Context: an optimization exercise on an open-source flow, tuned for small area. The choices shown serve that exercise and are no tape-out recipe.
The RTL was checked by simulation tests, not by an equivalence proof against the original design.
Power is estimated from default activity; no workload was simulated.

==> inputs of delta <==
## Display_Top
module Display_Top (
    input  logic       iClk,
    input  logic       iRst,
    input  logic [9:0] iX_Pixel,
    input  logic [9:0] iY_Pixel,
    input  logic       iDE,
    input  logic [3:0] iCam_R,
    input  logic [3:0] iCam_G,
    input  logic [3:0] iCam_B,
    input  logic       iIs_Cam_Region,
    input  logic [11:0] iBg_RGB,
    input  logic [5:0] iP1_Pos,
    input  logic [5:0] iP2_Pos,
    input  logic [3:0] iMin10,
    input  logic [3:0] iMin1,
    input  logic [3:0] iSec10,
    input  logic [3:0] iSec1,
    input  logic [2:0] iGame_State,
    input  logic       iWait_P1,
    input  logic       iWait_P2,
    input  logic [1:0] score_p1,
    input  logic [1:0] score_p2,
    output logic [3:0] oFinal_R,
    output logic [3:0] oFinal_G,
    output logic [3:0] oFinal_B
);
==> flow/config.mk <==
export PLATFORM = sky130hd
export DESIGN_NAME = Display_Top
export DESIGN_NICKNAME = Display_Top
export VERILOG_FILES = /design/flow/design.v
export SDC_FILE = /design/flow/constraint.sdc
export NUM_CORES = 4
export LEC_CHECK = 0
export CAP_MARGIN = 20
export CORE_MARGIN = 2
export CORE_UTILIZATION = 50
export CTS_BUF_LIST = sky130_fd_sc_hd__clkbuf_8
export PLACE_DENSITY = 0.65
export SLEW_MARGIN = 20
==> flow/constraint.sdc <==
create_clock -name core_clock -period 15.0 [get_ports {iClk}]
set_input_delay 3.0000 -clock core_clock [delete_from_list [all_inputs] [get_ports {iClk}]]
set_output_delay 3.0000 -clock core_clock [all_outputs]
set_load 0.01 [all_outputs]
standard.sh (not shown) runs the stock make flow with config.mk's settings and CLKGATE_MAP_FILE= SYNTH_SCRIPT=/design/flow/synth_recipe.tcl, a recipe that flattens the netlist after the stock synthesis.
==> flow/flow/run.sh <==
#!/bin/bash
# Own layout flow: the standard layout (standard.sh) with
#  - an area-oriented ABC script in synthesis, and no full/half-adder cell extraction
#    (ADDER_MAP_FILE empty) so that ABC maps all the logic;
#  - the smallest buffer (buf_1) on each port.
# Each step's full output goes to a log file in this folder.
set -euo pipefail
W=$(pwd)
sed "s#@ABC_SCRIPT@#$W/flow/abc_area.script#" flow/abc_proc.tcl > own_synth.tcl
cat synth_recipe.tcl >> own_synth.tcl
bash standard.sh SYNTH_SCRIPT="$W/own_synth.tcl" ADDER_MAP_FILE= \
  "BUFFER_PORTS_ARGS=-buffer_cell sky130_fd_sc_hd__buf_1" finish > layout.log 2>&1
==> flow/flow/abc_area.script <==
strash
&get -n
&deepsyn -J 40
&put
dch
amap
topo
==> flow/flow/abc_proc.tcl <==
# Own flow: the standard synthesis (synth_recipe.tcl, appended below) with ORFS's
# delay-oriented ABC mapping replaced by an area-oriented one (deepsyn, then amap). Only the combinational
# logic between the registers is re-mapped; the registers are those of the standard synthesis.
proc abc {args} {
  set kept {}
  set skip 0
  foreach a $args {
    if {$skip} { set skip 0; continue }
    if {$a in {-script -constr -D}} { set skip 1; continue }
    lappend kept $a
  }
  yosys abc -script @ABC_SCRIPT@ {*}$kept
}
==> garnet (differences from delta) <==
- CAP_MARGIN: 20 -> 5
- CTS_CLUSTER_SIZE: default -> 30
- SLEW_MARGIN: 20 -> 5
==> impl_metrics.py <==
metrics = {
    "status": {
        "status": "timing/DRC/antenna clean",
    },
    "power_and_ir_drop": {
        "p_sw_share_pct": 42.0,
        "powerDensity_nw_per_um2": 55.2,
    },
    "timing": {
        "max_slew_margin_pct": 10.4,
        "timing.hold.ws_ns": 0.451,
    },
    "final_layout": {
        "bufAreaShareNonClock_pct": 4.97,
        "clock_area_share_pct": 2.13,
        "stdcell_area_sq_um": 10400,
    },
    "clocking": {
        "clk_latency_ns": 0.36,
    },
    "drt": {
        "vias": 14100,
    },
}
# the run above: garnet

==> impl_metrics.py <==
metrics = {
    "status": {
        "status": "timing/DRC/antenna clean",
    },
    "power_and_ir_drop": {
        "p_sw_share_pct": 42.2,
        "powerDensity_nw_per_um2": 55.3,
    },
    "final_layout": {
        "clock_area_share_pct": 2.13,
        "bufAreaShareNonClock_pct": 4.97,
        "stdcell_area_sq_um": 10400,
    },
    "timing": {
        "max_slew_margin_pct": 24.2,
    },
    "worst_hold_path": {
        "hold_path_end": "U_PIECE.speed_cnt[0]$_SDFF_PP0_",
    },
    "drt": {
        "vias": 14100,
    },
}
# the run above: delta


==> inputs of maple <==
Another version of the RTL of Display_Top (not shown whole).
Settings: LEC_CHECK=0, CAP_MARGIN=5, CORE_MARGIN=2, CORE_UTILIZATION=60, CTS_BUF_LIST=sky130_fd_sc_hd__clkbuf_8, CTS_CLUSTER_SIZE=30, PLACE_DENSITY=0.75, SLEW_MARGIN=5, SYNTH_MEMORY_MAX_BITS=16384; clock period 15.0 ns.
==> flow/flow/abc_area.script <==
strash
&get -n
&deepsyn -J 20
&put
dch
amap
topo
Scripts as last shown in full above: flow/flow/run.sh, flow/flow/abc_proc.tcl
==> xenon (differences from maple) <==
==> flow/flow/abc_area.script (replaced) <==
strash
&get -n
&deepsyn -J 20
&put
dch -f
map -a
topo
--- a/flow/flow/abc_proc.tcl
+++ b/flow/flow/abc_proc.tcl
@@ -1,4 +1,4 @@
 # Own flow: the standard synthesis (synth_recipe.tcl, appended below) with ORFS's
-# delay-oriented ABC mapping replaced by an area-oriented one (deepsyn, then amap). Only the combinational
+# delay-oriented ABC mapping replaced by an area-oriented one. Only the combinational
 # logic between the registers is re-mapped; the registers are those of the standard synthesis.
 proc abc {args} {
--- a/flow/config.mk
+++ b/flow/config.mk
@@ -6,10 +6,9 @@
 export NUM_CORES = 4
 export LEC_CHECK = 0
-export CAP_MARGIN = 5
+export CAP_MARGIN = 20
 export CORE_MARGIN = 2
 export CORE_UTILIZATION = 60
 export CTS_BUF_LIST = sky130_fd_sc_hd__clkbuf_8
-export CTS_CLUSTER_SIZE = 30
 export PLACE_DENSITY = 0.75
-export SLEW_MARGIN = 5
+export SLEW_MARGIN = 20
 export SYNTH_MEMORY_MAX_BITS = 16384
==> ember (differences from maple) <==
--- a/flow/config.mk
+++ b/flow/config.mk
@@ -6,10 +6,9 @@
 export NUM_CORES = 4
 export LEC_CHECK = 0
-export CAP_MARGIN = 5
+export CAP_MARGIN = 20
 export CORE_MARGIN = 2
 export CORE_UTILIZATION = 60
 export CTS_BUF_LIST = sky130_fd_sc_hd__clkbuf_8
-export CTS_CLUSTER_SIZE = 30
 export PLACE_DENSITY = 0.75
-export SLEW_MARGIN = 5
+export SLEW_MARGIN = 20
 export SYNTH_MEMORY_MAX_BITS = 16384
==> notes <==
First-iteration DRC count, lowest first: ember, maple, xenon.
Between xenon and maple, the lower non-clock buffer count is in xenon (gap 9).
Worst setup slack: xenon > maple > ember.
Critical path depth is the same in maple and ember.
Sequential share of layout area, highest first: maple, ember, xenon.
Of maple and xenon, maple has the higher power (gap about 5%, measured against xenon).
In xenon the synthesized cell count is larger than in ember, by 11%.
In final cell count, maple and ember do not differ.
In sequential power, xenon and maple hardly differ.
The highest design area belongs to xenon, the lowest to maple.
Via count: xenon is higher than ember (about 1.7%).
==> figures <==
Multi-input combinational cell area: ember 7290 sq um; xenon 7220 sq um; maple 7290 sq um
M1 GR Usage: ember 0.564; xenon 0.554; maple 0.564
Sequential group share of total power: ember 0.308; xenon 0.321; maple 0.309
Leak pwr: ember 3.33 nW; xenon 3.77 nW; maple 3.33 nW
Total placed cells including tap cells: ember 1931; xenon 2129; maple 1931
Clock Network Area Fraction: ember 0.0155; xenon 0.0177; maple 0.0155
Non-Clock Buffer Area Fraction: ember 0.0474; xenon 0.0397; maple 0.0474
Average wire per cell in the routed design: ember 20.0 um; xenon 18.5 um; maple 20.0 um
Met3 track utilization from global routing: ember 0.0977; xenon 0.150; maple 0.0977
Outcome: ember complete, no violations; xenon complete, no violations; maple complete, no violations
Net count after synthesis: ember 1716; xenon 1895; maple 1716
Clock slew at the register clock pins of the worst setup and hold paths: ember 0.07 ns; xenon 0.06 ns; maple 0.07 ns
Minimum hold slack: ember 0.464 ns; xenon 0.455 ns; maple 0.464 ns
Proportion of power drawn by combinational gates: ember 0.459; xenon 0.397; maple 0.459
Final std cells w/o fill: ember 1947; xenon 2146; maple 1947
Number of cells on the critical path: ember 34; xenon 35; maple 34
Slowest CP cell: ember sky130_fd_sc_hd__o21ai_0; xenon sky130_fd_sc_hd__clkinv_1; maple sky130_fd_sc_hd__o21ai_0
FMAX: ember 72.8 MHz; xenon 77.3 MHz; maple 72.8 MHz
CP Buf/Inv Count: ember 8; xenon 9; maple 8
Yosys top cell area share: ember 0.185; xenon 0.159; maple 0.185
Critical path startpoint: ember iX_Pixel[4]; xenon iX_Pixel[5]; maple iX_Pixel[4]
Cell area after placement: ember 10000 sq um; xenon 10200 sq um; maple 10000 sq um
Routed met3 length: ember 5290 um; xenon 5370 um; maple 5390 um

==> re-timing with driven ports <==
The results above use ideal ports. As a check the final layouts listed here were re-extracted and re-timed, cells and wires unchanged. Step 1 assumes that a clkbuf_16 drives the clock port and a buf_2 every other input. Step 2 also shifts input and output timing later by t, the mid clock arrival at the registers, as if the neighbouring blocks saw the same clock. a / b / c = no drivers / after step 1 / after step 2; a / b = the first two.
run | shift t [ns] | setup slack, ns | worst hold slack (ns) | worst data-port slew with drivers (ns)
delta | 0.401 | 0.732 / 0.710 / 0.710 | 0.452 / 0.452 / 0.452 | 0.06
garnet | 0.397 | 0.709 / 0.687 / 0.687 | 0.451 / 0.451 / 0.451 | 0.06
maple | 0.394 | 1.269 / 1.245 / 1.245 | 0.464 / 0.464 / 0.464 | 0.04
xenon | 0.389 | 2.061 / 2.034 / 2.034 | 0.455 / 0.455 / 0.455 | 0.04
ember | 0.397 | 1.260 / 1.236 / 1.236 | 0.464 / 0.464 / 0.464 | 0.04
After both steps every run listed still meets setup and hold. For xenon, which loses most, drivers alone change the setup slack by -0.027 ns; drivers and shift together by -0.027 ns.
